From an optimization exercise on the open Yosys and OpenROAD flow, aimed at small area and a short achievable clock period; shortcuts taken in it are not production practice. Only simulation tests tie the RTL to the original design; equivalence was not proved. No run shown here takes its clock network from TritonCTS; it comes from the design's own scripts or RTL. No driver is modelled on the clock port, so clock power and skew are understated where the tree is cut down; a real chip needs a root buffer or a tree.

$ cat design/flow/design.v
module encoder (
    input clk,
    input rst_n,
    input [31:0] data_in,
    output logic [31:0] data_out
);
    logic [7:0] cnt;              
    logic [7:0] cnt_nxt;
    logic [1:0] u, un;
    logic [5:0] v, vn;
    assign cnt_nxt = (cnt == 8'd254) ? 8'd0 : cnt + 8'd1;
    assign u = cnt[7:6];
    assign v = cnt[5:0];
    assign un = cnt_nxt[7:6];
    assign vn = cnt_nxt[5:0];
    always_ff @(posedge clk) begin
        if (!rst_n) cnt <= 8'd254;
        else cnt <= cnt_nxt;
    end
    logic acc;
    logic [7:0] cnt_nxt2;
    assign cnt_nxt2 = (cnt_nxt == 8'd254) ? 8'd0 : cnt_nxt + 8'd1;
    always_ff @(posedge clk) begin
        if (!rst_n) acc <= 1'b1;
        else acc <= (cnt_nxt2[5:0] < 6'd59) || (cnt_nxt2[5:0] == 6'd59 && cnt_nxt2[7:6] != 2'd3);
    end
    logic [3:0][7:0] enc;
    always_ff @(posedge clk) begin
        enc[3] <= data_in[31:24];
        if (acc) enc[2:0] <= data_in[23:0];
    end
    logic [7:0] el [0:3];
    logic [7:0] cat [0:7];        
    always_comb begin
        for (int s = 0; s < 4; s++) begin
            el[s] = enc[3 - s];
            cat[s] = enc[3 - s];
            cat[s + 4] = data_in[31 - 8 * s -: 8];
        end
    end
    logic [127:0] par;            
    logic [127:0] peff;
    logic [31:0] fb;              
    logic [127:0] mp;
    logic [127:0] pnew;
    logic [3:0][7:0] rot;
    logic [3:0][7:0] rot_d;
    logic ptop_n;
    always_comb begin
        ptop_n = (vn != 6'd0) && (vn <= 6'd59);
        for (int j = 0; j < 4; j++) begin
            rot_d[j] = cat[j + 3 - un];
            if ((j == 0 && vn == 6'd0) || vn > 6'd59) rot_d[j] = 8'd0;
            if (ptop_n) rot_d[j] = rot_d[j] ^ pnew[8 * (15 - j) +: 8];
        end
    end
    always_ff @(posedge clk) begin
        if (!rst_n) rot <= '0;
        else rot <= rot_d;
    end
    logic clr;
    always_ff @(posedge clk) begin
        if (!rst_n) clr <= 1'b1;
        else clr <= (cnt_nxt == 8'd254);
    end
    assign peff[127:64] = par[127:64];
    assign peff[63:0] = clr ? 64'd0 : par[63:0];
    always_comb begin
        for (int e = 0; e < 4; e++)
            fb[8 * e +: 8] = rot[3 - e];
        pnew = {peff[95:0], 32'd0} ^ mp;
    end
    logic [211:0] cx;
    assign cx[0] = fb[4] ^ fb[8];
    assign cx[1] = fb[3] ^ fb[21];
    assign cx[2] = fb[20] ^ fb[31];
    assign cx[3] = fb[9] ^ fb[23];
    assign cx[4] = fb[0] ^ fb[18];
    assign cx[5] = fb[5] ^ fb[28];
    assign cx[6] = fb[7] ^ fb[30];
    assign cx[7] = fb[6] ^ fb[29];
    assign cx[8] = fb[1] ^ fb[19];
    assign cx[9] = fb[16] ^ fb[24];
    assign cx[10] = fb[2] ^ fb[22];
    assign cx[11] = fb[15] ^ fb[25];
    assign cx[12] = fb[10] ^ fb[11];
    assign cx[13] = fb[26] ^ fb[27];
    assign cx[14] = fb[12] ^ fb[13];
    assign cx[15] = fb[14] ^ fb[17];
    assign cx[16] = fb[22] ^ cx[0];
    assign cx[17] = fb[16] ^ cx[3];
    assign cx[18] = cx[1] ^ cx[4];
    assign cx[19] = cx[2] ^ cx[7];
    assign cx[20] = fb[21] ^ cx[8];
    assign cx[21] = fb[10] ^ cx[5];
    assign cx[22] = fb[19] ^ cx[6];
    assign cx[23] = fb[5] ^ cx[14];
    assign cx[24] = fb[23] ^ cx[9];
    assign cx[25] = fb[25] ^ cx[10];
    assign cx[26] = fb[7] ^ fb[15];
    assign cx[27] = fb[17] ^ fb[29];
    assign cx[28] = fb[14] ^ fb[24];
    assign cx[29] = fb[6] ^ cx[15];
    assign cx[30] = fb[12] ^ cx[2];
    assign cx[31] = fb[1] ^ cx[11];
    assign cx[32] = fb[18] ^ cx[1];
    assign cx[33] = fb[3] ^ cx[12];
    assign cx[34] = fb[2] ^ fb[4];
    assign cx[35] = fb[17] ^ cx[7];
    assign cx[36] = fb[8] ^ fb[10];
    assign cx[37] = fb[5] ^ fb[13];
    assign cx[38] = fb[2] ^ cx[0];
    assign cx[39] = fb[9] ^ cx[9];
    assign cx[40] = fb[19] ^ fb[30];
    assign cx[41] = cx[6] ^ cx[8];
    assign cx[42] = cx[0] ^ cx[13];
    assign cx[43] = fb[0] ^ fb[4];
    assign cx[44] = fb[9] ^ fb[16];
    assign cx[45] = fb[11] ^ cx[16];
    assign cx[46] = fb[1] ^ cx[6];
    assign cx[47] = fb[20] ^ fb[27];
    assign cx[48] = fb[26] ^ cx[3];
    assign cx[49] = fb[14] ^ fb[27];
    assign cx[50] = fb[11] ^ fb[31];
    assign cx[51] = fb[28] ^ cx[10];
    assign cx[52] = fb[12] ^ cx[5];
    assign cx[53] = cx[11] ^ cx[22];
    assign cx[54] = fb[6] ^ fb[14];
    assign cx[55] = fb[17] ^ fb[24];
    assign cx[56] = fb[26] ^ fb[30];
    assign cx[57] = fb[20] ^ cx[4];
    assign cx[58] = cx[7] ^ cx[28];
    assign cx[59] = fb[7] ^ fb[28];
    assign cx[60] = fb[20] ^ cx[12];
    assign cx[61] = fb[29] ^ fb[31];
    assign cx[62] = fb[0] ^ cx[1];
    assign cx[63] = fb[3] ^ fb[11];
    assign cx[64] = cx[5] ^ cx[20];
    assign cx[65] = fb[13] ^ cx[21];
    assign cx[66] = cx[3] ^ cx[13];
    assign cx[67] = cx[10] ^ cx[23];
    assign cx[68] = fb[21] ^ cx[4];
    assign cx[69] = fb[18] ^ cx[8];
    assign cx[70] = fb[6] ^ fb[17];
    assign cx[71] = fb[4] ^ cx[27];
    assign cx[72] = fb[8] ^ fb[24];
    assign cx[73] = fb[27] ^ cx[26];
    assign cx[74] = fb[13] ^ cx[13];
    assign cx[75] = fb[27] ^ cx[1];
    assign cx[76] = cx[0] ^ cx[18];
    assign cx[77] = cx[15] ^ cx[40];
    assign cx[78] = cx[3] ^ cx[15];
    assign cx[79] = fb[0] ^ cx[16];
    assign cx[80] = cx[12] ^ cx[24];
    assign cx[81] = fb[7] ^ cx[31];
    assign cx[82] = fb[23] ^ fb[26];
    assign cx[83] = fb[6] ^ cx[28];
    assign cx[84] = fb[21] ^ cx[14];
    assign cx[85] = fb[22] ^ cx[2];
    assign cx[86] = cx[5] ^ cx[14];
    assign cx[87] = fb[17] ^ cx[19];
    assign cx[88] = fb[13] ^ cx[4];
    assign cx[89] = cx[21] ^ cx[66];
    assign cx[90] = fb[3] ^ fb[7];
    assign cx[91] = fb[0] ^ fb[20];
    assign cx[92] = fb[22] ^ cx[17];
    assign cx[93] = cx[29] ^ cx[57];
    assign cx[94] = fb[3] ^ cx[41];
    assign cx[95] = cx[40] ^ cx[49];
    assign cx[96] = fb[12] ^ fb[26];
    assign cx[97] = cx[25] ^ cx[42];
    assign cx[98] = fb[23] ^ cx[27];
    assign cx[99] = fb[2] ^ cx[35];
    assign cx[100] = fb[27] ^ cx[37];
    assign cx[101] = fb[1] ^ cx[21];
    assign cx[102] = fb[11] ^ cx[18];
    assign cx[103] = fb[31] ^ cx[36];
    assign cx[104] = cx[38] ^ cx[52];
    assign cx[105] = fb[1] ^ cx[47];
    assign cx[106] = fb[25] ^ cx[65];
    assign cx[107] = cx[10] ^ cx[24];
    assign cx[108] = cx[22] ^ cx[33];
    assign cx[109] = cx[5] ^ cx[30];
    assign cx[110] = fb[25] ^ cx[50];
    assign cx[111] = fb[10] ^ cx[24];
    assign cx[112] = fb[19] ^ cx[26];
    assign cx[113] = cx[14] ^ cx[16];
    assign cx[114] = fb[0] ^ cx[9];
    assign cx[115] = fb[8] ^ fb[15];
    assign cx[116] = cx[13] ^ cx[17];
    assign cx[117] = fb[11] ^ cx[11];
    assign cx[118] = cx[8] ^ cx[11];
    assign cx[119] = fb[9] ^ cx[20];
    assign cx[120] = fb[11] ^ cx[25];
    assign cx[121] = fb[4] ^ fb[30];
    assign cx[122] = fb[2] ^ cx[2];
    assign cx[123] = cx[43] ^ cx[63];
    assign cx[124] = cx[17] ^ cx[32];
    assign cx[125] = cx[6] ^ cx[39];
    assign cx[126] = cx[68] ^ cx[71];
    assign cx[127] = fb[18] ^ cx[54];
    assign cx[128] = fb[24] ^ cx[56];
    assign cx[129] = cx[11] ^ cx[42];
    assign cx[130] = cx[39] ^ cx[77];
    assign cx[131] = fb[8] ^ cx[25];
    assign cx[132] = fb[12] ^ fb[25];
    assign cx[133] = fb[16] ^ cx[13];
    assign cx[134] = fb[18] ^ cx[36];
    assign cx[135] = cx[2] ^ cx[53];
    assign cx[136] = fb[15] ^ fb[27];
    assign cx[137] = cx[16] ^ cx[61];
    assign cx[138] = cx[11] ^ cx[18];
    assign cx[139] = cx[2] ^ cx[33];
    assign cx[140] = cx[3] ^ cx[55];
    assign cx[141] = fb[8] ^ cx[17];
    assign cx[142] = fb[28] ^ cx[6];
    assign cx[143] = cx[30] ^ cx[76];
    assign cx[144] = fb[3] ^ cx[43];
    assign cx[145] = fb[21] ^ cx[56];
    assign cx[146] = fb[5] ^ fb[24];
    assign cx[147] = fb[14] ^ cx[9];
    assign cx[148] = cx[23] ^ cx[110];
    assign cx[149] = fb[10] ^ cx[47];
    assign cx[150] = fb[28] ^ cx[19];
    assign cx[151] = fb[31] ^ cx[46];
    assign cx[152] = cx[33] ^ cx[49];
    assign cx[153] = fb[19] ^ cx[82];
    assign cx[154] = cx[3] ^ cx[58];
    assign cx[155] = cx[4] ^ cx[5];
    assign cx[156] = fb[24] ^ cx[62];
    assign cx[157] = fb[4] ^ fb[26];
    assign cx[158] = fb[4] ^ cx[67];
    assign cx[159] = fb[15] ^ cx[51];
    assign cx[160] = fb[25] ^ cx[27];
    assign cx[161] = cx[29] ^ cx[32];
    assign cx[162] = cx[7] ^ cx[72];
    assign cx[163] = fb[9] ^ cx[12];
    assign cx[164] = cx[12] ^ cx[130];
    assign cx[165] = fb[16] ^ cx[11];
    assign cx[166] = fb[18] ^ cx[33];
    assign cx[167] = cx[18] ^ cx[53];
    assign cx[168] = fb[21] ^ cx[12];
    assign cx[169] = cx[10] ^ cx[42];
    assign cx[170] = cx[46] ^ cx[51];
    assign cx[171] = cx[31] ^ cx[43];
    assign cx[172] = fb[31] ^ cx[69];
    assign cx[173] = cx[64] ^ cx[88];
    assign cx[174] = cx[15] ^ cx[134];
    assign cx[175] = cx[22] ^ cx[115];
    assign cx[176] = cx[29] ^ cx[156];
    assign cx[177] = fb[29] ^ cx[44];
    assign cx[178] = cx[119] ^ cx[150];
    assign cx[179] = cx[3] ^ cx[41];
    assign cx[180] = cx[0] ^ cx[84];
    assign cx[181] = fb[29] ^ cx[89];
    assign cx[182] = cx[100] ^ cx[154];
    assign cx[183] = cx[17] ^ cx[35];
    assign cx[184] = cx[4] ^ cx[44];
    assign cx[185] = cx[1] ^ cx[2];
    assign cx[186] = cx[6] ^ cx[129];
    assign cx[187] = fb[30] ^ cx[29];
    assign cx[188] = fb[8] ^ cx[107];
    assign cx[189] = cx[36] ^ cx[70];
    assign cx[190] = fb[12] ^ cx[102];
    assign cx[191] = cx[34] ^ cx[125];
    assign cx[192] = cx[1] ^ cx[12];
    assign cx[193] = fb[9] ^ cx[31];
    assign cx[194] = cx[39] ^ cx[59];
    assign cx[195] = fb[28] ^ cx[9];
    assign cx[196] = cx[34] ^ cx[48];
    assign cx[197] = cx[18] ^ cx[26];
    assign cx[198] = cx[20] ^ cx[30];
    assign cx[199] = cx[48] ^ cx[58];
    assign cx[200] = fb[7] ^ cx[45];
    assign cx[201] = cx[67] ^ cx[171];
    assign cx[202] = cx[11] ^ cx[83];
    assign cx[203] = cx[69] ^ cx[90];
    assign cx[204] = cx[6] ^ cx[52];
    assign cx[205] = cx[12] ^ cx[26];
    assign cx[206] = fb[22] ^ cx[78];
    assign cx[207] = cx[8] ^ cx[143];
    assign cx[208] = cx[9] ^ cx[85];
    assign cx[209] = cx[1] ^ cx[46];
    assign cx[210] = fb[13] ^ cx[34];
    assign cx[211] = cx[3] ^ cx[123];
    assign mp[0] = cx[9] ^ cx[95] ^ cx[122] ^ cx[155];
    assign mp[1] = fb[28] ^ cx[62] ^ cx[87] ^ cx[118];
    assign mp[2] = fb[7] ^ cx[13] ^ cx[61] ^ cx[64] ^ cx[79] ^ cx[147];
    assign mp[3] = fb[31] ^ cx[4] ^ cx[7] ^ cx[118] ^ cx[206];
    assign mp[4] = fb[14] ^ fb[31] ^ cx[13] ^ cx[24] ^ cx[26] ^ cx[101];
    assign mp[5] = fb[27] ^ cx[99] ^ cx[117] ^ cx[195];
    assign mp[6] = fb[3] ^ fb[16] ^ cx[4] ^ cx[96] ^ cx[142] ^ cx[160];
    assign mp[7] = fb[30] ^ cx[71] ^ cx[74] ^ cx[172];
    assign mp[8] = fb[6] ^ fb[8] ^ cx[23] ^ cx[112] ^ cx[152] ^ cx[208];
    assign mp[9] = fb[20] ^ cx[17] ^ cx[29] ^ cx[59] ^ cx[117] ^ cx[180];
    assign mp[10] = fb[19] ^ cx[13] ^ cx[44] ^ cx[87] ^ cx[102];
    assign mp[11] = fb[1] ^ fb[13] ^ fb[15] ^ cx[5] ^ cx[50] ^ cx[76] ^ cx[187];
    assign mp[12] = fb[13] ^ cx[38] ^ cx[105] ^ cx[166] ^ cx[177];
    assign mp[13] = cx[62] ^ cx[104] ^ cx[164];
    assign mp[14] = cx[16] ^ cx[23] ^ cx[87] ^ cx[166] ^ cx[193];
    assign mp[15] = cx[22] ^ cx[23] ^ cx[127] ^ cx[168] ^ cx[196];
    assign mp[16] = cx[50] ^ cx[70] ^ cx[88] ^ cx[97] ^ cx[194];
    assign mp[17] = cx[15] ^ cx[132] ^ cx[181] ^ cx[203];
    assign mp[18] = cx[27] ^ cx[36] ^ cx[44] ^ cx[53] ^ cx[85];
    assign mp[19] = fb[4] ^ fb[6] ^ fb[13] ^ fb[21] ^ cx[25] ^ cx[47] ^ cx[111] ^ cx[142];
    assign mp[20] = cx[18] ^ cx[34] ^ cx[182];
    assign mp[21] = cx[16] ^ cx[21] ^ cx[94] ^ cx[202];
    assign mp[22] = fb[5] ^ fb[7] ^ cx[19] ^ cx[114] ^ cx[117] ^ cx[196];
    assign mp[23] = fb[5] ^ cx[9] ^ cx[13] ^ cx[132] ^ cx[189] ^ cx[209];
    assign mp[24] = fb[14] ^ fb[20] ^ fb[23] ^ cx[14] ^ cx[32] ^ cx[120];
    assign mp[25] = fb[15] ^ cx[1] ^ cx[28] ^ cx[113] ^ cx[153];
    assign mp[26] = fb[9] ^ cx[38] ^ cx[136] ^ cx[146] ^ cx[190];
    assign mp[27] = cx[3] ^ cx[9] ^ cx[38] ^ cx[60] ^ cx[64] ^ cx[127];
    assign mp[28] = cx[7] ^ cx[17] ^ cx[37] ^ cx[112] ^ cx[174];
    assign mp[29] = cx[93] ^ cx[163] ^ cx[175];
    assign mp[30] = cx[184] ^ cx[198] ^ cx[205];
    assign mp[31] = cx[10] ^ cx[14] ^ cx[20] ^ cx[55] ^ cx[60];
    assign mp[32] = cx[9] ^ cx[59] ^ cx[76] ^ cx[149];
    assign mp[33] = cx[39] ^ cx[45] ^ cx[64] ^ cx[160];
    assign mp[34] = cx[1] ^ cx[97] ^ cx[183] ^ cx[204];
    assign mp[35] = cx[37] ^ cx[87] ^ cx[92] ^ cx[145];
    assign mp[36] = fb[28] ^ cx[24] ^ cx[85] ^ cx[144] ^ cx[187];
    assign mp[37] = fb[23] ^ fb[31] ^ cx[81] ^ cx[126] ^ cx[146];
    assign mp[38] = fb[5] ^ fb[6] ^ fb[16] ^ cx[56] ^ cx[69] ^ cx[131];
    assign mp[39] = fb[19] ^ cx[66] ^ cx[70] ^ cx[90] ^ cx[122];
    assign mp[40] = cx[8] ^ cx[73] ^ cx[109] ^ cx[211];
    assign mp[41] = cx[7] ^ cx[38] ^ cx[84] ^ cx[91] ^ cx[101];
    assign mp[42] = fb[0] ^ fb[23] ^ cx[19] ^ cx[95] ^ cx[159] ^ cx[180];
    assign mp[43] = fb[29] ^ cx[45] ^ cx[84] ^ cx[95];
    assign mp[44] = fb[13] ^ cx[45] ^ cx[49] ^ cx[94] ^ cx[114];
    assign mp[45] = cx[31] ^ cx[38] ^ cx[78] ^ cx[109] ^ cx[114];
    assign mp[46] = fb[10] ^ fb[26] ^ cx[32] ^ cx[37] ^ cx[99] ^ cx[193];
    assign mp[47] = cx[4] ^ cx[54] ^ cx[108] ^ cx[169];
    assign mp[48] = cx[75] ^ cx[80] ^ cx[137] ^ cx[204];
    assign mp[49] = cx[35] ^ cx[86] ^ cx[92] ^ cx[110] ^ cx[121];
    assign mp[50] = cx[45] ^ cx[74] ^ cx[161] ^ cx[195];
    assign mp[51] = fb[31] ^ cx[138] ^ cx[164];
    assign mp[52] = fb[20] ^ cx[5] ^ cx[13] ^ cx[41] ^ cx[72] ^ cx[98] ^ cx[138];
    assign mp[53] = fb[24] ^ fb[30] ^ cx[4] ^ cx[97] ^ cx[178];
    assign mp[54] = cx[41] ^ cx[131] ^ cx[181] ^ cx[185];
    assign mp[55] = cx[19] ^ cx[51] ^ cx[66] ^ cx[121] ^ cx[192];
    assign mp[56] = fb[30] ^ cx[2] ^ cx[68] ^ cx[80] ^ cx[113];
    assign mp[57] = fb[24] ^ cx[20] ^ cx[148] ^ cx[206];
    assign mp[58] = cx[38] ^ cx[50] ^ cx[145] ^ cx[202];
    assign mp[59] = cx[37] ^ cx[60] ^ cx[124] ^ cx[186];
    assign mp[60] = cx[5] ^ cx[40] ^ cx[74] ^ cx[93] ^ cx[141];
    assign mp[61] = cx[73] ^ cx[174] ^ cx[178];
    assign mp[62] = fb[18] ^ fb[21] ^ cx[51] ^ cx[60] ^ cx[175] ^ cx[177];
    assign mp[63] = fb[22] ^ cx[3] ^ cx[27] ^ cx[30] ^ cx[40] ^ cx[192];
    assign mp[64] = fb[8] ^ cx[15] ^ cx[59] ^ cx[105] ^ cx[120] ^ cx[124];
    assign mp[65] = fb[10] ^ fb[19] ^ cx[71] ^ cx[96] ^ cx[124] ^ cx[159];
    assign mp[66] = fb[14] ^ fb[29] ^ cx[20] ^ cx[106] ^ cx[191];
    assign mp[67] = fb[15] ^ cx[68] ^ cx[89] ^ cx[151] ^ cx[162];
    assign mp[68] = cx[19] ^ cx[32] ^ cx[77] ^ cx[111];
    assign mp[69] = cx[45] ^ cx[55] ^ cx[68] ^ cx[135];
    assign mp[70] = fb[5] ^ fb[25] ^ fb[26] ^ cx[4] ^ cx[92] ^ cx[198];
    assign mp[71] = cx[20] ^ cx[74] ^ cx[91] ^ cx[107] ^ cx[189];
    assign mp[72] = fb[12] ^ cx[118] ^ cx[176] ^ cx[200];
    assign mp[73] = fb[24] ^ cx[48] ^ cx[57] ^ cx[81] ^ cx[158];
    assign mp[74] = fb[23] ^ cx[42] ^ cx[55] ^ cx[67] ^ cx[205];
    assign mp[75] = fb[4] ^ fb[22] ^ cx[73] ^ cx[140] ^ cx[173];
    assign mp[76] = cx[60] ^ cx[98] ^ cx[104] ^ cx[197];
    assign mp[77] = fb[30] ^ cx[7] ^ cx[8] ^ cx[18] ^ cx[23] ^ cx[44] ^ cx[45];
    assign mp[78] = fb[10] ^ cx[2] ^ cx[29] ^ cx[158] ^ cx[179];
    assign mp[79] = cx[37] ^ cx[54] ^ cx[80] ^ cx[122] ^ cx[197];
    assign mp[80] = fb[3] ^ cx[34] ^ cx[52] ^ cx[53] ^ cx[116];
    assign mp[81] = cx[13] ^ cx[19] ^ cx[55] ^ cx[65] ^ cx[144];
    assign mp[82] = fb[2] ^ cx[8] ^ cx[115] ^ cx[190] ^ cx[199];
    assign mp[83] = fb[1] ^ fb[22] ^ cx[65] ^ cx[72] ^ cx[82] ^ cx[91];
    assign mp[84] = fb[11] ^ fb[15] ^ fb[26] ^ cx[0] ^ cx[41] ^ cx[52] ^ cx[58] ^ cx[62];
    assign mp[85] = fb[27] ^ cx[19] ^ cx[125] ^ cx[201];
    assign mp[86] = fb[2] ^ cx[82] ^ cx[106] ^ cx[151] ^ cx[176];
    assign mp[87] = fb[3] ^ fb[18] ^ cx[50] ^ cx[58] ^ cx[81] ^ cx[169];
    assign mp[88] = fb[26] ^ cx[21] ^ cx[54] ^ cx[185] ^ cx[188];
    assign mp[89] = cx[11] ^ cx[75] ^ cx[183] ^ cx[200];
    assign mp[90] = cx[30] ^ cx[161] ^ cx[191];
    assign mp[91] = cx[59] ^ cx[93] ^ cx[153] ^ cx[165] ^ cx[210];
    assign mp[92] = cx[35] ^ cx[51] ^ cx[73] ^ cx[111] ^ cx[172];
    assign mp[93] = fb[2] ^ fb[25] ^ fb[28] ^ cx[22] ^ cx[57] ^ cx[63] ^ cx[98];
    assign mp[94] = fb[29] ^ cx[128] ^ cx[207];
    assign mp[95] = cx[2] ^ cx[25] ^ cx[100] ^ cx[119] ^ cx[121];
    assign mp[96] = fb[9] ^ fb[26] ^ cx[6] ^ cx[79] ^ cx[83] ^ cx[86];
    assign mp[97] = fb[0] ^ cx[81] ^ cx[103] ^ cx[182];
    assign mp[98] = fb[16] ^ cx[12] ^ cx[201];
    assign mp[99] = fb[17] ^ cx[170] ^ cx[211];
    assign mp[100] = fb[3] ^ cx[88] ^ cx[103] ^ cx[170] ^ cx[199];
    assign mp[101] = cx[11] ^ cx[34] ^ cx[61] ^ cx[152] ^ cx[179];
    assign mp[102] = fb[15] ^ cx[33] ^ cx[34] ^ cx[109] ^ cx[128];
    assign mp[103] = cx[0] ^ cx[7] ^ cx[75] ^ cx[148];
    assign mp[104] = cx[25] ^ cx[27] ^ cx[39] ^ cx[57] ^ cx[108];
    assign mp[105] = fb[17] ^ fb[25] ^ cx[56] ^ cx[80] ^ cx[207];
    assign mp[106] = fb[10] ^ cx[23] ^ cx[43] ^ cx[61] ^ cx[133] ^ cx[209];
    assign mp[107] = cx[0] ^ cx[19] ^ cx[44] ^ cx[49] ^ cx[106] ^ cx[203];
    assign mp[108] = fb[22] ^ cx[5] ^ cx[32] ^ cx[54] ^ cx[157] ^ cx[165];
    assign mp[109] = fb[5] ^ fb[23] ^ cx[35] ^ cx[79] ^ cx[112] ^ cx[133];
    assign mp[110] = cx[46] ^ cx[47] ^ cx[70] ^ cx[141] ^ cx[155];
    assign mp[111] = fb[18] ^ cx[20] ^ cx[99] ^ cx[103] ^ cx[194];
    assign mp[112] = fb[25] ^ cx[7] ^ cx[48] ^ cx[108] ^ cx[113] ^ cx[147];
    assign mp[113] = cx[2] ^ cx[12] ^ cx[23] ^ cx[78] ^ cx[186];
    assign mp[114] = fb[27] ^ cx[5] ^ cx[24] ^ cx[137] ^ cx[167];
    assign mp[115] = fb[1] ^ fb[7] ^ cx[15] ^ cx[86] ^ cx[139];
    assign mp[116] = cx[10] ^ cx[36] ^ cx[48] ^ cx[167];
    assign mp[117] = cx[8] ^ cx[79] ^ cx[116] ^ cx[139];
    assign mp[118] = cx[104] ^ cx[105] ^ cx[140] ^ cx[168];
    assign mp[119] = cx[25] ^ cx[32] ^ cx[86] ^ cx[162] ^ cx[163];
    assign mp[120] = fb[17] ^ cx[17] ^ cx[75] ^ cx[135] ^ cx[210];
    assign mp[121] = cx[15] ^ cx[18] ^ cx[21] ^ cx[157] ^ cx[208];
    assign mp[122] = fb[8] ^ cx[10] ^ cx[19] ^ cx[37] ^ cx[46] ^ cx[63] ^ cx[184];
    assign mp[123] = cx[14] ^ cx[31] ^ cx[83] ^ cx[149];
    assign mp[124] = fb[28] ^ cx[2] ^ cx[77] ^ cx[116] ^ cx[123];
    assign mp[125] = cx[9] ^ cx[30] ^ cx[101] ^ cx[126] ^ cx[136];
    assign mp[126] = fb[30] ^ cx[35] ^ cx[120] ^ cx[173];
    assign mp[127] = fb[14] ^ fb[18] ^ cx[19] ^ cx[94] ^ cx[96] ^ cx[188];
    always_ff @(posedge clk) begin
        par <= pnew;
    end
    logic [3:0] msg;
    logic [7:0] tw [0:19];
    logic [31:0] dnext;
    always_comb begin
        for (int i = 0; i < 4; i++) tw[i] = par[8 * (15 - i) +: 8];
        for (int i = 0; i < 16; i++) tw[i + 4] = pnew[8 * (15 - i) +: 8];
        for (int s = 0; s < 4; s++) begin
            msg[s] = (v <= 6'd58) || (v == 6'd59 && s < 3 - u) || (v == 6'd63 && s >= 3 - u);
            dnext[31 - 8 * s -: 8] = msg[s] ? el[s] : tw[s + u + 1];
        end
    end
    always_ff @(posedge clk) begin
        data_out <= dnext;
    end
endmodule
$ cat design/flow/flow/run.sh
#!/bin/bash
# Standard layout, except: the synthesis maps with flow/abc_speed.script,
# the clock tree is flow/ctree.tcl's two-level tree, the ports get plain
# buffers, timing repair aims below the period, and the wire capacitance
# the placement-stage timing estimates use is scaled up by 1.3 (closer to
# the extracted values).
set -euo pipefail
rm -rf scripts_local
cp -r "$FLOW_HOME/scripts" scripts_local
cp flow/abc_speed.script scripts_local/abc_speed.script
sed -i 's|^log_cmd clock_tree_synthesis .*|source $::env(CTREE_TCL)|' scripts_local/cts.tcl
grep -q CTREE_TCL scripts_local/cts.tcl
python3 - "$FLOW_HOME/platforms/sky130hd/setRC.tcl" 1.3 > setRC_scaled.tcl <<'PY'
import re, sys
s = open(sys.argv[1]).read()
k = float(sys.argv[2])
print(re.sub(r'-capacitance ([0-9.Ee+-]+)', lambda m: '-capacitance %g' % (float(m.group(1)) * k), s))
PY
export LAYER_PARASITICS_FILE=$PWD/setRC_scaled.tcl
export CTREE_TCL=$PWD/flow/ctree.tcl
export CTREE_LEAF=20
export CTREE_BUF_LEAF=sky130_fd_sc_hd__clkbuf_16
export CTREE_BUF_TOP=sky130_fd_sc_hd__clkbuf_16
export SCRIPTS_DIR=$PWD/scripts_local
export BUFFER_PORTS_ARGS="-buffer_cell sky130_fd_sc_hd__buf_2"
export SETUP_SLACK_MARGIN=10.25
bash standard.sh > standard.log 2>&1
$ cat design/flow/flow/abc_speed.script
strash
dch -f
&get -n
&nf -R 1000 -p
&put
topo
stime -c
$ cat design/flow/flow/ctree.tcl
# Two-level clock tree in place of clock_tree_synthesis: the clock port drives
# one buffer per quadrant of the clock sinks, and each of those drives the
# leaf buffers of its quadrant (at most CTREE_LEAF sinks per leaf).
set ct_block [ord::get_db_block]
set ct_dbu [$ct_block getDbUnitsPerMicron]
set ct_buf_leaf [expr {[info exists ::env(CTREE_BUF_LEAF)] ? $::env(CTREE_BUF_LEAF) : "sky130_fd_sc_hd__clkbuf_16"}]
set ct_buf_top [expr {[info exists ::env(CTREE_BUF_TOP)] ? $::env(CTREE_BUF_TOP) : "sky130_fd_sc_hd__clkbuf_16"}]
set ct_leaf [expr {[info exists ::env(CTREE_LEAF)] ? $::env(CTREE_LEAF) : 20}]

proc ct_centroid {pts} {
  set sx 0.0; set sy 0.0
  foreach p $pts { set sx [expr {$sx + [lindex $p 1]}]; set sy [expr {$sy + [lindex $p 2]}] }
  set n [llength $pts]
  return [list [expr {$sx / $n}] [expr {$sy / $n}]]
}
# split {pin x y} items into k near-equal parts along x (idx 1) or y (idx 2)
proc ct_split {pts k idx} {
  set s [lsort -real -index $idx $pts]
  set n [llength $s]
  set out {}
  for {set i 0} {$i < $k} {incr i} {
    lappend out [lrange $s [expr {($n * $i) / $k}] [expr {($n * ($i + 1)) / $k - 1}]]
  }
  return $out
}
proc ct_span {pts idx} {
  set l [lsort -real -index $idx $pts]
  return [expr {[lindex $l end $idx] - [lindex $l 0 $idx]}]
}
proc ct_um {v} { return [expr {$v / double($::ct_dbu)}] }

set ct_sinks {}
foreach p [get_pins -of_objects [get_nets clk]] {
  lassign [[sta::sta_to_db_pin $p] getAvgXY] ok x y
  lappend ct_sinks [list $p $x $y]
}
puts "ctree: [llength $ct_sinks] clock sinks"

set ct_quads {}
foreach half [ct_split $ct_sinks 2 1] {
  foreach q [ct_split $half 2 2] { lappend ct_quads $q }
}
set qi 0
foreach q $ct_quads {
  set nleaf [expr {int(ceil([llength $q] / double($ct_leaf)))}]
  set idx [expr {[ct_span $q 1] > [ct_span $q 2] ? 1 : 2}]
  set leafxy {}
  set li 0
  foreach g [ct_split $q $nleaf $idx] {
    set pins {}
    foreach p $g { lappend pins [lindex $p 0] }
    lassign [ct_centroid $g] cx cy
    set bname "ctree_leaf_${qi}_${li}"
    insert_buffer -buffer_cell $ct_buf_leaf -net clk -load_pins $pins \
      -location [list [ct_um $cx] [ct_um $cy]] \
      -buffer_name $bname -net_name "ctree_net_leaf_${qi}_${li}"
    lappend leafxy [list x $cx $cy]
    incr li
  }
  # insert_buffer adds a number to the names: find this quadrant's leaves
  set leafpins {}
  foreach p [get_pins -of_objects [get_nets clk]] {
    if {[string match "ctree_leaf_${qi}_*" [get_full_name $p]]} { lappend leafpins $p }
  }
  if {$li == 1} { incr qi; continue }
  lassign [ct_centroid $leafxy] cx cy
  insert_buffer -buffer_cell $ct_buf_top -net clk -load_pins $leafpins \
    -location [list [ct_um $cx] [ct_um $cy]] \
    -buffer_name "ctree_q_${qi}" -net_name "ctree_net_q_${qi}"
  incr qi
}
foreach net [$ct_block getNets] {
  if {[string match ctree_net_* [$net getName]]} { $net setSigType CLOCK }
}
[$ct_block findNet clk] setSigType CLOCK
set_propagated_clock [all_clocks]
puts "ctree: clock port drives [llength [get_pins -of_objects [get_nets clk]]] pins"
$ cat design/flow/standard.sh
#!/bin/bash
# synth_recipe.tcl (not shown) runs the flow's synth.tcl, then flattens the netlist and writes it again
# the make line also repeats each setting of config.mk as NAME=value (left out here)
make -C /OpenROAD-flow-scripts/flow DESIGN_CONFIG=/design/flow/config.mk WORK_HOME=/design/flow/orfs CLKGATE_MAP_FILE= SYNTH_SCRIPT=/design/flow/synth_recipe.tcl "${@:-finish}"
$ cat design/flow/config.mk
export PLATFORM = sky130hd
export DESIGN_NAME = encoder
export DESIGN_NICKNAME = encoder
export VERILOG_FILES = /design/flow/design.v
export SDC_FILE = /design/flow/constraint.sdc
export NUM_CORES = 8
export LEC_CHECK = 0
export CAP_MARGIN = 20
export CORE_MARGIN = 2
export CORE_UTILIZATION = 65
export SLEW_MARGIN = 20
$ cat design/flow/constraint.sdc
create_clock -name core_clock -period 14.0 [get_ports {clk}]
set_input_delay 2.8000 -clock core_clock [delete_from_list [all_inputs] [get_ports {clk}]]
set_output_delay 2.8000 -clock core_clock [all_outputs]
set_load 0.01 [all_outputs]
==> results of run 1 <==
-- cell families after synthesis --
family | synth area share, %
mux | 0.364
flops | 32.2
buf+inv | 0.482
xor+xnor | 48.5
simple gates | 6.69
fa+ha+maj | 0.423
compound gates | 11.3
-- worst min-delay path: stages, from the launching register on --
cell	delay (ns)
dfxtp_1	0.33
nand2_1	0.04
o21ai_0	0.06
-- cell type report, without the clock buffers --
type	count	area [sq um]
Sequential cell	226	4770
Timing Repair Buffer	148	961
Multi-Input combinational cell	1263	10200
Fill cell	1742	5780
Tap cell	285	357
Inverter	19	73.8
-- path summary, 6_finish.rpt --
path	from	to	slack [ns]	cells past startpoint
max	data_out[2]	data_out[2]	10.42	1
min	enc[25]	data_out[25]	0.45	2
max reg2reg	rot[19]	data_out[0]	10.50	9
min reg2reg	enc[25]	data_out[25]	0.45	2
-- state kept, by name (all words and copies together) (netlist names) --
name      flops
acc           1
data_out     32
enc          32
cnt           8
clr           1
par         120
rot          32
-- per-layer routing --
layer  vias up  share of wire [%]  wire length [microns]
li1       5361                  -                      -
met1      5877                 38                  20500
met2       972                 42                  22500
met3       187                 15                   7800
met4         0                4.9                   2600
met5         -                  0                      0
-- Yosys cell counts (all sizes together), types with 3 or more instances --
cell type | count | share of area [%]
a222oi | 19 | 1.3
xor2 | 202 | 12
dfxtp | 202 | 27
nand2 | 62 | 1.6
a22oi | 68 | 3.5
a221o | 6 | 0.41
mux2 | 3 | 0.23
edfxtp | 24 | 4.9
nor2 | 36 | 0.91
nor3 | 4 | 0.14
a211oi | 14 | 0.71
a21oi | 44 | 1.5
o22ai | 3 | 0.13
nor2b | 41 | 1.7
a21o | 3 | 0.15
xnor2 | 616 | 36
a221oi | 11 | 0.65
nand2b | 36 | 1.5
nand3 | 5 | 0.17
o21ai | 31 | 1.0
o21bai | 3 | 0.15
a311oi | 11 | 0.65
ha | 5 | 0.42
clkinv | 19 | 0.48
a31oi | 5 | 0.21
a21boi | 5 | 0.25
and2 | 5 | 0.21
o21a | 5 | 0.25
-- cell usage in the layout (no fill, tap or decap), types with 11 or more instances in the layout --
cell / count
a211oi_1: 14
a21oi_1: 44
a221oi_1: 11
a222oi_1: 19
a22oi_1: 68
a311oi_1: 11
buf_2: 65
buf_4: 82
clkbuf_16: 16
clkinv_1: 18
dfxtp_1: 198
edfxtp_1: 24
nand2_1: 61
nand2b_1: 36
nor2_1: 32
nor2b_1: 39
o21ai_0: 30
xnor2_1: 602
xnor2_2: 14
xor2_1: 192
-- repair_timing --
action / 4_1_cts / 5_1_grt
cloned: 1 / 0
buffers inserted: 0 / 1
endpoints found under the hold margin: 0 / 0
resized for setup: 6 / 19
pin swaps: 1 / 1
setup endpoints to repair: 44 / 38
==> metrics.cfg, run 1 <==
[route]
drc=0
vias_per_cell=6.33
drt_first_iter_violations=1902
routedWlPerCell_microns=27.3
num_vias=12400
wl_microns=53400
ant_nets=0
drtPass1Iterations=7

[placed_design]
numPortBuffers=65
gp_congestion=1.08
post-dp-hpwl_microns=40000
placed_cell_area_sq_mm=0.0161
dp.cells=1938
dpl_worst_slack_ns=9.78

[floorplan]
die_w_microns=155
ios=66
initial_utilization_pct=65.7
coreArea_sq_mm=0.0225
die_h_microns=155
die-area_sq_mm=0.0240
num_rows=55

[cts]
path_clk_slew_ns=0.10
ctsHoldBuffers=0
clkLatencyLatePin_ns=0.32

[flow_run]
max_cap_violations=0

[global_route]
grt_util_met3_pct=11.7
antenna_found_initial=0
grt.met2_usage_pct=66.5
grt_use_met1_pct=60.0
overflow=0
grt_max_degree=40
grt_pass1_vias=11900
grt_busiest_layer=met2
grt_pass1_wl_microns=77600
track_usage_pct=44.0

[worst_setup_path]
crit_family=flip-flops
arrival_ns=0.78
path_class=reg2out
cp_slowest_cell=dfxtp_1
cp-start-kind=flop
cp_data_required_time_ns=11.20
cpPeakStageDelay_ns=0.33
critPathMaxFanout=1
worst_setup_path_end_kind=output port
cp.buffers_inverters=1
path_cells=buf_2

[sta]
period_share_pct=25.5
finalMaxSlewViolations=0
fin_crit_ns=3.58
setup_ws_ns=10.42
worst_pin_slew_ns=1.07
hold_viol_final=0
rsz0062_at_grt=true
slew_headroom_pct=28.5
worst_hold_slack_ns=0.452
tns_ns=0
max_freq_ghz=0.280
fin_worst_skew_ns=0.0313
finalSetupViolCount=0

[layout]
design_area_sq_mm=0.0167
antenna_cells=0
drive_above_1_share_pct=12.1
stdcell_count=1957
fin_nets=1713
area_delta_synth_final_pct=13.1
postLayoutCoreUtil_pct=74.3

[synth]
synth.distinct_cells=42
ys_seq_area_share_pct=32.2
synth_nets=1546
synth_edf_count=24
yosys_warnings=4
synthCells=1507
async_flop_share_pct=0
ys_seq_elements=226
ys.flop_type=dfxtp_1
synth.cell_area_sq_mm=0.0148
avgSynthCellArea_sq_um=9.81

[hold_path]
timing.hold.worst.class=reg2reg

[run_status]
status=complete, no violations

==> inputs of run 2 (changes only) <==
==> design/flow/flow/abc_speed.script (replaced) <==
strash
&get -n
&dch -f
&nf -R 1000 -p
&put
topo
stime -c
==> metrics.cfg, run 2 <==
[worst_setup_path]
cp_slowest_cell=dfxtp_1
critPathMaxFanout=1  ; unchanged
r2r_slack_ns=10.55  ; +0.05 ns
rr_startpoint=rot[9]
worst_setup_path_end_kind=output port
r2r_end=data_out[13]
arrival_ns=0.78  ; about the same
path_cells=buf_2
cpPeakStageDelay_ns=0.35  ; +0.02 ns
cp_data_required_time_ns=11.20  ; about the same
cp.buffers_inverters=1  ; unchanged
path_class=reg2out
crit_family=flip-flops
rr_worst_depth=9  ; unchanged
cp-start-kind=flop

[run_status]
status=complete, no violations

[layout]
design_area_sq_mm=0.0165  ; -1.2%
fin_nets=1700  ; -0.76%
regMostFlops=par
largest_reg_flops=120  ; unchanged
area_delta_synth_final_pct=12.8
fillers=1661  ; -4.6%
drive_above_1_share_pct=11.9  ; -0.21 points
final_cell_mix=601 x xnor2_1, 195 x dfxtp_1, 191 x xor2_1
final_common_cell=xnor2_1
antenna_cells=0  ; unchanged

[synth]
synth.cell_area_sq_mm=0.0146  ; -0.97%
ys_seq_elements=226  ; unchanged
synth.distinct_cells=29  ; -31%
ys.flop_type=dfxtp_1
synth_nets=1540  ; -0.39%
avgSynthCellArea_sq_um=9.75  ; -0.58%
yosys-top-cells-area=xnor2_1 37%, dfxtp_1 28%, xor2_1 12%, edfxtp_1 4.9%, nand2_1 3.2%
synth_edf_count=24  ; unchanged
ys_seq_area_share_pct=32.5  ; +0.32 points
synth_top_area_share_pct=37.1  ; +0.60 points
yosys.area.top_type=xnor2_1
synth.most_common_cell=xnor2_1
netlist_top_cells_count=620 x xnor2_1, 202 x dfxtp_1, 197 x xor2_1, 123 x nand2_1, 57 x a31oi_1
yosys_warnings=4  ; unchanged
synthCells=1501  ; -0.40%
async_flop_share_pct=0  ; unchanged

[global_route]
overflow=0  ; unchanged
antenna_found_initial=1  ; +1
grt_pass1_wl_microns=74500  ; -4.1%
grt_pass1_vias=11700  ; -1.8%
grt_max_degree=50  ; +25%
track_usage_pct=42.1  ; -2.0 points

[route]
vias_per_cell=6.36  ; +0.44%
routedWlPerCell_microns=26.3  ; -3.8%
wl_microns=50900  ; -4.7%
routed-wl-met2_microns=21700  ; -3.7%
drc=0  ; unchanged
drt-met1-wl_microns=19400  ; -5.0%
wl_met3_microns=7020  ; -9.9%
drt_first_iter_violations=1950  ; +2.5%
drtPass1Iterations=8  ; +1
maxUsedRoutingLayer=met5
num_vias=12300  ; -0.48%
ant_nets=0  ; unchanged

[cts]
cts_setup_buffers=0  ; unchanged
path_clk_slew_ns=0.09  ; about the same
clkLatencyLatePin_ns=0.30  ; -0.02 ns
ctsHoldBuffers=0  ; unchanged

[hold_path]
hold_depth=2  ; unchanged
holdPathEnd=par[79]
hold_start=par[47]
timing.hold.worst.class=reg2reg

[floorplan]
die_w_microns=154  ; -0.47%
initial_utilization_pct=66.7  ; +0.97 points
ios=66  ; unchanged
num_rows=54  ; -1.8%
die-area_sq_mm=0.0237  ; -0.95%
coreArea_sq_mm=0.0220  ; -2.4%
die_h_microns=154  ; -0.47%

[placed_design]
numPortBuffers=65  ; unchanged
gp_congestion=1.11  ; +3.1%
placed_cell_area_sq_mm=0.0159  ; -1.2%
post-dp-hpwl_microns=37900  ; -5.1%

[sta]
tns_ns=0  ; unchanged
fin_worst_skew_ns=0.0201  ; -0.0112 ns
hold_viol_final=0  ; unchanged
finalSetupViolCount=0  ; unchanged
period_share_pct=25.6  ; +0.041 points
worst_pin_slew_ns=1.01  ; -0.0569 ns
slew_headroom_pct=32.3  ; +3.8 points
rsz0062_at_grt=false
fin_crit_ns=3.58  ; +0.00580 ns
worst_hold_slack_ns=0.494  ; +0.0420 ns
finalMaxSlewViolations=0  ; unchanged
max_freq_ghz=0.279  ; -0.16%

[flow_run]
max_cap_violations=0  ; unchanged

run 2: per-layer routing:
metal | vias to the layer above | GRT usage, %
met5 | - | 0
met4 | 2 | 17.0
met3 | 206 | 11.8
met2 | 892 | 64.4
met1 | 5907 | 56.2
li1 | 5330 | -
run 2: tightest hold or removal path: cells and delay by family (launching register included):
family	cells	cell delay [ns]
DFF	1	0.31
and+or+nand+nor	1	0.08
xor gates and xnor gates	1	0.07
run 2: area by class of cell, without the clock buffers:
type                    count  area [sq um]  share of cell area [%]
flip-flops and latches    226          4770                    28.9
repair buffers            142           906                    5.48
well taps                 280           350                    2.12
inverters                   4          15.0                  0.0909
multi-input cells        1271         10100                    61.0
run 2: kinds of logic after synthesis:
logic type               count (synthesis)  share of synthesized area (%)
AO/OA/AOI/OAI                          189                           9.91
XOR/XNOR                               817                           48.9
adder cells (fa/ha/maj)                  5                          0.427
buffers and inverters                    4                          0.103
flip-flops                             226                           32.5
AND/OR/NAND/NOR                        260                           8.14
run 2: stage by stage:
step	util (%)	setup WS [ns]	instances
after global routing	75.2	10.27	1939
after detailed placement	72.6	9.88	1923
after floorplan	-	10.37	1501
final	75.2	10.42	1939
after CTS	74.7	10.26	1939
after global placement	72.6	9.81	1923
run 2: worst max-delay path by stage:
stage,startpoint,endpoint,cells after the start,slack (ns)
after global routing,rot[9],data_out[13],9,10.27
after CTS,rot[28],data_out[13],9,10.26
final,data_out[31],data_out[31],1,10.42
after floorplan,cnt[6],rot[0],8,10.37
after global placement,rst_n,rot[6],3,9.81
after detailed placement,rst_n,rot[0],3,9.88
run 2: repair_timing:
item / 4_1_cts / 5_1_grt
gates cloned: 0 / 0
resized for setup: 9 / 19
hold endpoints to repair: 0 / 0
setup endpoints to repair: 28 / 48
==> inputs of run 3 (changes only) <==
--- a/design/flow/flow/run.sh
+++ b/design/flow/flow/run.sh
@@ -25,3 +25,3 @@
 export BUFFER_PORTS_ARGS="-buffer_cell sky130_fd_sc_hd__buf_2"
-export SETUP_SLACK_MARGIN=10.25
+export SETUP_SLACK_MARGIN=10.35
 bash standard.sh > standard.log 2>&1
==> metrics.cfg, run 3 <==
[run_status]
status=complete, no violations

[cts]
clkLatencyLatePin_ns=0.31  ; about the same
ctsHoldBuffers=0  ; unchanged
path_clk_slew_ns=0.09  ; about the same

[global_route]
grt_pass1_vias=11800  ; +0.32%
grt_pass1_wl_microns=74600  ; +0.15%
grt.met2_usage_pct=64.6  ; +0.26 points
grt_use_met1_pct=56.5  ; +0.34 points
overflow=0  ; unchanged
grt_util_met3_pct=11.6  ; -0.23 points
grt_busiest_layer=met2
track_usage_pct=42.1  ; +0.097 points
grt_max_degree=50  ; unchanged
antenna_found_initial=0  ; -1

[synth]
synth_compound_area_share_pct=9.91  ; unchanged
synth.cell_area_sq_mm=0.0146  ; unchanged
synth_mux_area_share_pct=0  ; unchanged
synth_edf_count=24  ; unchanged
ys.flop_type=dfxtp_1
synth_xor_area_share_pct=48.9  ; unchanged
ys_seq_area_share_pct=32.5  ; unchanged
yosys-top-cells-area=xnor2_1 37%, dfxtp_1 28%, xor2_1 12%, edfxtp_1 4.9%, nand2_1 3.2%
avgSynthCellArea_sq_um=9.75  ; unchanged
yosys.area.top_type=xnor2_1
netlist_top_cells_count=620 x xnor2_1, 202 x dfxtp_1, 197 x xor2_1, 123 x nand2_1, 57 x a31oi_1
yosys_warnings=4  ; unchanged
synth_top_area_share_pct=37.1  ; unchanged
synthAdderAreaFrac_pct=0.427  ; unchanged
yosys.area_share.simple_pct=8.14  ; unchanged
async_flop_share_pct=0  ; unchanged
synth.distinct_cells=29  ; unchanged
synth_nets=1540  ; unchanged
synth_top_family_by_area=XOR/XNOR gates
synthCells=1501  ; unchanged
ys_seq_elements=226  ; unchanged
synth.most_common_cell=xnor2_1

[layout]
stdcell_count=1946  ; +0.36%
largest_reg_flops=120  ; unchanged
antenna_cells=0  ; unchanged
regMostFlops=par
design_area_sq_mm=0.0167  ; +1.2%
area_delta_synth_final_pct=14.1
fin_nets=1707  ; +0.41%
final_common_cell=xnor2_1
drive_above_1_share_pct=13.0  ; +1.2 points
final_cell_mix=597 x xnor2_1, 193 x dfxtp_1, 188 x xor2_1

[sta]
finalMaxSlewViolations=0  ; unchanged
rsz0062_at_grt=true
worst_pin_slew_ns=0.965  ; -0.0432 ns
fin_crit_ns=3.58  ; +0.00320 ns
worst_hold_slack_ns=0.495  ; +0.000980 ns
hold_viol_final=0  ; unchanged
tns_ns=0  ; unchanged
period_share_pct=25.6  ; about the same
finalSetupViolCount=0  ; unchanged
slew_headroom_pct=35.2  ; +2.9 points
fin_worst_skew_ns=0.0253  ; +0.00519 ns
max_freq_ghz=0.279  ; about the same

[route]
drt_first_iter_violations=1922  ; -1.4%
drtPass1Iterations=9  ; +1
wl_microns=51600  ; +1.3%
ant_nets=0  ; unchanged
vias_per_cell=6.33  ; -0.57%
routedWlPerCell_microns=26.5  ; +0.91%
drc=0  ; unchanged
num_vias=12300  ; -0.21%

[worst_setup_path]
cp-start-kind=flop
path_cells=buf_2
cp.depth=1  ; unchanged
r2r_end=data_out[15]
critPathMaxFanout=1  ; unchanged
cpPeakStageDelay_ns=0.35  ; about the same
cp.buffers_inverters=1  ; unchanged
path_class=reg2out
cp_slowest_cell=dfxtp_1
r2r_slack_ns=10.62  ; +0.07 ns
arrival_ns=0.78  ; about the same
worst_setup_path_end_kind=output port
rr_worst_depth=9  ; unchanged
rr_startpoint=rot[8]
cp_data_required_time_ns=11.20  ; about the same
crit_family=flip-flops

[placed_design]
dp.cells=1923  ; unchanged
gp_congestion=1.11  ; unchanged
numPortBuffers=65  ; unchanged
placed_cell_area_sq_mm=0.0159  ; unchanged
post-dp-hpwl_microns=37900  ; unchanged

[hold_path]
hold_start=par[47]
timing.hold.worst.class=reg2reg
holdPathEnd=par[79]
hold_depth=2  ; unchanged

[flow_run]
max_cap_violations=0  ; unchanged

[floorplan]
initial_utilization_pct=66.7  ; unchanged
coreArea_sq_mm=0.0220  ; unchanged
num_rows=54  ; unchanged
ios=66  ; unchanged
die_h_microns=154  ; unchanged
die-area_sq_mm=0.0237  ; unchanged
die_w_microns=154  ; unchanged

==> run 3: cells by family after synthesis <==
group / count (synthesis)
compound gates: 189
fa+ha+maj: 5
flops: 226
simple gates: 260
buf+inv: 4
xor+xnor: 817
==> run 3: routing by layer <==
metal  wire (microns)  share of wire (%)
met1            19300                 37
met4             2860                5.5
met2            21900                 43
met3             7470                 14
met5                0                  0
==> run 3: layout make-up, without the clock buffers <==
type | count | area [sq um]
Inverter | 4 | 15.0
Timing Repair Buffer | 149 | 1010
Fill cell | 1633 | 5250
Tap cell | 280 | 350
Multi-Input combinational cell | 1271 | 10200
Sequential cell | 226 | 4780
==> run 3: worst max path at each step <==
| stage | from | end |
|---|---|---|
| 6_report | data_out[31] | data_out[31] |
| 5_1_grt | rot[8] | data_out[15] |
| 4_1_cts | rot[23] | data_out[1] |
| 3_5_place_dp | rst_n | rot[0] |
| 3_3_place_gp | rst_n | rot[6] |
| 2_1_floorplan | cnt[6] | rot[0] |
==> run 3: stage by stage <==
step / utilization, % / worst slack, ns
final: 76.1 / 10.42
after global routing: 76.1 / 10.28
after detailed placement: 72.6 / 9.88
after floorplan: - / 10.37
after CTS: 74.9 / 10.33
after global placement: 72.6 / 9.81
==> run 3: what timing repair did <==
action | in CTS | in global routing
gates resized for setup | 17 | 40
buffers inserted | 0 | 7
endpoints found under the setup margin | 42 | 54
pin swaps | 0 | 12
hold endpoints to repair | 0 | 0
==> inputs of run 4 (changes only) <==
--- a/design/flow/flow/run.sh
+++ b/design/flow/flow/run.sh
@@ -25,3 +25,3 @@
 export BUFFER_PORTS_ARGS="-buffer_cell sky130_fd_sc_hd__buf_2"
-export SETUP_SLACK_MARGIN=10.35
+export SETUP_SLACK_MARGIN=10.15
 bash standard.sh > standard.log 2>&1
==> metrics.cfg, run 4 <==
[run_status]
status=complete, no violations

[route]
vias_per_cell=6.38  ; +0.92%
ant_nets=0  ; unchanged
wl_microns=51100  ; -0.90%
routedWlPerCell_microns=26.4  ; -0.54%
drc=0  ; unchanged
maxUsedRoutingLayer=met5
routed-wl-met2_microns=21600  ; -1.3%
drtPass1Iterations=10  ; +1
drt_first_iter_violations=1869  ; -2.8%
drt-met1-wl_microns=19500  ; +0.93%
wl_met3_microns=7140  ; -4.5%
num_vias=12400  ; +0.55%

[flow_run]
max_cap_violations=0  ; unchanged

[worst_setup_path]
cp.buffers_inverters=1  ; unchanged
path_cells=buf_2
cpPeakStageDelay_ns=0.35  ; about the same
worst_setup_path_end_kind=output port
critPathMaxFanout=1  ; unchanged
r2r_end=data_out[14]
crit_family=flip-flops
rr_startpoint=rot[26]
rr_worst_depth=8  ; -1
cp_data_required_time_ns=11.20  ; about the same
path_class=reg2out
arrival_ns=0.79  ; about the same
cp-start-kind=flop
cp_slowest_cell=dfxtp_1
r2r_slack_ns=10.54  ; -0.08 ns

[synth]
yosys-top-cells-area=xnor2_1 37%, dfxtp_1 28%, xor2_1 12%, edfxtp_1 4.9%, nand2_1 3.2%
ys_seq_area_share_pct=32.5  ; unchanged
synth.most_common_cell=xnor2_1
synth_compound_area_share_pct=9.91  ; unchanged
ys.flop_type=dfxtp_1
synth.distinct_cells=29  ; unchanged
synth_xor_area_share_pct=48.9  ; unchanged
yosys.area.top_type=xnor2_1
synth.cell_area_sq_mm=0.0146  ; unchanged
synth_edf_count=24  ; unchanged
async_flop_share_pct=0  ; unchanged
synthAdderAreaFrac_pct=0.427  ; unchanged
synth_top_area_share_pct=37.1  ; unchanged
netlist_top_cells_count=620 x xnor2_1, 202 x dfxtp_1, 197 x xor2_1, 123 x nand2_1, 57 x a31oi_1
synth_nets=1540  ; unchanged
ys_seq_elements=226  ; unchanged
yosys.area_share.simple_pct=8.14  ; unchanged
synth_top_family_by_area=XOR/XNOR gates
avgSynthCellArea_sq_um=9.75  ; unchanged
synthCells=1501  ; unchanged
synth_mux_area_share_pct=0  ; unchanged
yosys_warnings=4  ; unchanged

[cts]
clkLatencyLatePin_ns=0.31  ; about the same
path_clk_slew_ns=0.09  ; about the same
cts_setup_buffers=0  ; unchanged

[layout]
largest_reg_flops=120  ; unchanged
final_cell_mix=604 x xnor2_1, 197 x dfxtp_1, 192 x xor2_1
register_area_sq_mm=0.00477  ; -0.10%
antenna_cells=0  ; unchanged
fillers=1666  ; +2.0%
drive_above_1_share_pct=11.5  ; -1.6 points
regMostFlops=par
fin_nets=1700  ; -0.41%
final_common_cell=xnor2_1
area_delta_synth_final_pct=12.6
multi_input_area_sq_mm=0.0100  ; -1.2%

[sta]
hold_viol_final=0  ; unchanged
tns_ns=0  ; unchanged
finalMaxSlewViolations=0  ; unchanged
worst_hold_slack_ns=0.493  ; -0.00195 ns
fin_crit_ns=3.59  ; +0.00160 ns
rsz0062_at_grt=false
max_freq_ghz=0.279  ; about the same
slew_headroom_pct=33.1  ; -2.1 points
finalSetupViolCount=0  ; unchanged
fin_worst_skew_ns=0.0255  ; +0.000181 ns
period_share_pct=25.6  ; about the same
worst_pin_slew_ns=0.997  ; +0.0316 ns

[global_route]
grt_max_degree=50  ; unchanged
overflow=0  ; unchanged
antenna_found_initial=1  ; +1
grt_pass1_vias=11700  ; -0.57%
grt_pass1_wl_microns=74400  ; -0.27%
track_usage_pct=42.0  ; -0.11 points

[placed_design]
gp_congestion=1.11  ; unchanged
post-dp-hpwl_microns=37900  ; unchanged
numPortBuffers=65  ; unchanged

[hold_path]
hold_depth=2  ; unchanged
holdPathEnd=par[79]
hold_start=par[47]
timing.hold.worst.class=reg2reg

[floorplan]
initial_utilization_pct=66.7  ; unchanged
die_w_microns=154  ; unchanged
die_h_microns=154  ; unchanged
die-area_sq_mm=0.0237  ; unchanged
num_rows=54  ; unchanged
coreArea_sq_mm=0.0220  ; unchanged
ios=66  ; unchanged

[run 4: cell counts after synthesis]
No cell type changed its count.
[run 4: timing repair]
| item | CTS | global route |
|---|---|---|
| hold buffers | 0 | 0 |
| endpoints found under the setup margin | 20 | 30 |
| gates resized for setup | 7 | 14 |
| cloned | 0 | 0 |
[run 4: tightest hold or removal path: cells and delay by family, from the launching register on]
family / cells / cell delay (ns)
flip-flops: 1 / 0.31
XOR/XNOR: 1 / 0.07
AND/OR/NAND/NOR: 1 / 0.08
[run 4: worst max path at each step]
stage / from / to / slack (ns) / cells after the start
5_1_grt: rot[30] / data_out[7] / 10.04 / 8
4_1_cts: rot[4] / rot[14] / 10.20 / 10
3_5_place_dp: rst_n / rot[0] / 9.88 / 3
6_report: data_out[31] / data_out[31] / 10.41 / 1
2_1_floorplan: cnt[6] / rot[0] / 10.37 / 8
3_3_place_gp: rst_n / rot[6] / 9.81 / 3
[run 4: kinds of logic (layout without fill, tap and decap cells)]
kind of cell,Yosys count,after routing
and+or+nand+nor,260,260
xor gates and xnor gates,817,817
AOI/OAI and AO/OA,189,189
DFF,226,226
adders and majority gates,5,5
buffers and inverters,4,162
[run 4: final cells by class, without the clock buffers]
type | instances | area share [%]
Multi-Input combinational cell | 1271 | 60.9
Sequential cell | 226 | 28.9
Timing Repair Buffer | 142 | 5.49
Tap cell | 280 | 2.13
Inverter | 4 | 0.0911
[run 4: metrics by stage]
stage | util, % | instances | setup WS, ns | area (sq um)
2_1_floorplan | - | 1501 | 10.37 | 14600
3_3_place_gp | 72.6 | 1923 | 9.81 | 15900
3_5_place_dp | 72.6 | 1923 | 9.88 | 15900
4_1_cts | 74.6 | 1939 | 10.20 | 16400
5_1_grt | 75.1 | 1939 | 10.04 | 16500
6_report | 75.1 | 1939 | 10.41 | 16500
[run 4: metal layers]
metal / up-vias / track usage, %
met3: 208 / 11.2
met2: 917 / 64.3
met1: 5921 / 56.7
met5: - / 0
met4: 2 / 16.8
li1: 5331 / -
==> inputs of run 5 (changes only) <==
--- a/design/flow/config.mk
+++ b/design/flow/config.mk
@@ -10,2 +10,3 @@
 export CORE_UTILIZATION = 65
+export PLACE_DENSITY = 0.75
 export SLEW_MARGIN = 20
==> metrics.cfg, run 5 <==
[global_route]
antenna_found_initial=1  ; unchanged
grt_pass1_vias=11600  ; -0.76%
overflow=0  ; unchanged
grt_pass1_wl_microns=74200  ; -0.25%
grt_max_degree=65  ; +30%
track_usage_pct=41.9  ; -0.13 points

[worst_setup_path]
worstSetupStartpoint=data_out[7]
cpPeakStageDelay_ns=0.36  ; about the same
r2r_end=rot[19]
cp_slowest_cell=dfxtp_1
worstSetupEndpoint=data_out[7]
path_cells=buf_2
rr_worst_depth=12  ; +4
rr_startpoint=rot[29]
cp-start-kind=flop
path_class=reg2out
r2r_slack_ns=10.52  ; -0.02 ns
crit_family=flip-flops
cp.buffers_inverters=1  ; unchanged
cp_data_required_time_ns=11.20  ; about the same
critPathMaxFanout=1  ; unchanged
worst_setup_path_end_kind=output port
cp.depth=1  ; unchanged
arrival_ns=0.79  ; about the same

[synth]
yosys_warnings=4  ; unchanged
async_flop_share_pct=0  ; unchanged
synth.distinct_cells=29  ; unchanged
synth_nets=1540  ; unchanged
ys_seq_area_share_pct=32.5  ; unchanged
synth.most_common_cell=xnor2_1
yosys-top-cells-area=xnor2_1 37%, dfxtp_1 28%, xor2_1 12%, edfxtp_1 4.9%, nand2_1 3.2%
ys.flop_type=dfxtp_1
avgSynthCellArea_sq_um=9.75  ; unchanged
synthCells=1501  ; unchanged
synth.cell_area_sq_mm=0.0146  ; unchanged
netlist_top_cells_count=620 x xnor2_1, 202 x dfxtp_1, 197 x xor2_1, 123 x nand2_1, 57 x a31oi_1
synth_edf_count=24  ; unchanged
ys_seq_elements=226  ; unchanged
synth_top_area_share_pct=37.1  ; unchanged
yosys.area.top_type=xnor2_1

[layout]
area_delta_synth_final_pct=12.5  ; about the same
drive_above_1_share_pct=11.3  ; -0.17 points
largest_reg_flops=120  ; unchanged
final_cell_mix=604 x xnor2_1, 199 x dfxtp_1, 192 x xor2_1
regMostFlops=par
fin_nets=1698  ; -0.12%
fillers=1679  ; +0.78%
final_common_cell=xnor2_1

[route]
ant_nets=0  ; unchanged
drtPass1Iterations=9  ; -1
num_vias=12200  ; -1.2%
routedWlPerCell_microns=26.2  ; -0.53%
wl_microns=50800  ; -0.58%
drt_first_iter_violations=1986  ; +6.3%
vias_per_cell=6.31  ; -1.2%
drc=0  ; unchanged

[sta]
hold_viol_final=0  ; unchanged
fin_crit_ns=3.59  ; +0.00270 ns
period_share_pct=25.6  ; about the same
worst_pin_slew_ns=1.02  ; +0.0241 ns
max_freq_ghz=0.279  ; about the same
tns_ns=0  ; unchanged
finalMaxSlewViolations=0  ; unchanged
rsz0062_at_grt=false
worst_hold_slack_ns=0.481  ; -0.0119 ns
fin_worst_skew_ns=0.0288  ; +0.00333 ns
slew_headroom_pct=31.5  ; -1.6 points
finalSetupViolCount=0  ; unchanged

[floorplan]
ios=66  ; unchanged
coreArea_sq_mm=0.0220  ; unchanged
die_w_microns=154  ; unchanged
die-area_sq_mm=0.0237  ; unchanged
num_rows=54  ; unchanged
die_h_microns=154  ; unchanged
initial_utilization_pct=66.7  ; unchanged

[run_status]
status=complete, no violations

[cts]
path_clk_slew_ns=0.08  ; about the same
cts_setup_buffers=0  ; unchanged
clkLatencyLatePin_ns=0.31  ; about the same
ctsHoldBuffers=0  ; unchanged

[placed_design]
gp_congestion=1.11  ; about the same
post-dp-hpwl_microns=37700  ; -0.51%
numPortBuffers=65  ; unchanged

[hold_path]
timing.hold.worst.class=reg2reg

[flow_run]
max_cap_violations=0  ; unchanged

## run 5: kinds of logic (layout without fill, tap and decap cells)
| group | Yosys count | in the layout | share of synthesized area, % |
|---|---|---|---|
| XOR/XNOR | 817 | 817 | 48.9 |
| buffers and inverters | 4 | 160 | 0.103 |
| AND/OR/NAND/NOR | 260 | 260 | 8.14 |
| AO/OA/AOI/OAI | 189 | 189 | 9.91 |
| flip-flops | 226 | 226 | 32.5 |
| adder cells (fa/ha/maj) | 5 | 5 | 0.427 |
| other | 0 | 1 | 0 |
## run 5: repair_timing
item / CTS / global route
resized for setup: 7 / 14
hold endpoints to repair: 0 / 0
gates cloned: 0 / 0
endpoints found under the setup margin: 24 / 30
pin swaps: 0 / 0
## run 5: worst min path at each step
| stage | start | to | slack [ns] | depth (start not counted) |
|---|---|---|---|---|
| after CTS | par[47] | par[79] | 0.49 | 2 |
| after global routing | par[47] | par[79] | 0.50 | 2 |
| after detailed placement | par[47] | par[79] | 0.48 | 2 |
| after floorplan | par[47] | par[79] | 0.46 | 2 |
| final | par[47] | par[79] | 0.48 | 2 |
| after global placement | par[47] | par[79] | 0.47 | 2 |
## run 5: layout make-up, without the clock buffers
class | count | area (sq um) | share of cell area, %
Tap cell | 280 | 350 | 2.13
Multi-Input combinational cell | 1271 | 10000 | 61.0
Antenna cell | 1 | 2.50 | 0.0152
Inverter | 4 | 15.0 | 0.0911
Sequential cell | 226 | 4770 | 28.9
Timing Repair Buffer | 140 | 891 | 5.41
## run 5: stage by stage
step	utilization [%]	std cells	setup WS (ns)	area (sq um)
6_report	75.0	1938	10.41	16500
3_3_place_gp	72.5	1921	9.84	15900
2_1_floorplan	-	1501	10.37	14600
5_1_grt	75.0	1937	10.15	16500
3_5_place_dp	72.5	1921	9.90	15900
4_1_cts	74.6	1937	10.18	16400
## run 5: layer usage
layer	wire, microns	global-route usage (%)	share of wire [%]
met2	21100	62.1	42
met3	7150	11.1	14
met4	2790	17.2	5.5
met1	19700	58.0	39
met5	0	0	0
## run 5: worst register-to-register path: cells and delay by family (launching register included)
family,cells,cell delay (ns)
xor+xnor,6,1.78
compound gates,2,0.41
flops,1,0.31
buf+inv,3,0.85
simple gates,1,0.06

re-timing with driven ports:
Ports are ideal in the flow. The routed layouts listed here were re-timed in OpenROAD.
Step 1 (the two cells are an assumption about what drives the block):
set clk [get_ports {clk}]
set_driving_cell -lib_cell sky130_fd_sc_hd__clkbuf_16 $clk
set_driving_cell -lib_cell sky130_fd_sc_hd__buf_2 [delete_from_list [all_inputs] $clk]
Step 2, shift: input delay + t, output delay - t, t = (earliest + latest rising clock arrival at the registers) / 2. This alone moves slack from input paths to output paths.
Slacks: ideal ports / drivers / drivers and shift; pairs: ideal ports / drivers.
run	t (ns)	setup slack, ns	worst hold slack (ns)	pins driven straight from the clock port
run 1	0.426	10.425 / 10.299 / 10.292	0.452 / 0.452 / 0.452	4
run 2	0.414	10.419 / 10.299 / 10.131	0.494 / 0.494 / 0.494	4
run 3	0.418	10.415 / 10.295 / 10.113	0.495 / 0.495 / 0.495	4
run 4	0.417	10.414 / 10.295 / 10.130	0.493 / 0.493 / 0.493	4
run 5	0.416	10.411 / 10.290 / 10.118	0.481 / 0.481 / 0.481	4
After both steps every run listed still meets setup and hold. The setup slack of run 3, which loses most, moves by -0.120 ns with the drivers and by -0.302 ns with both steps.
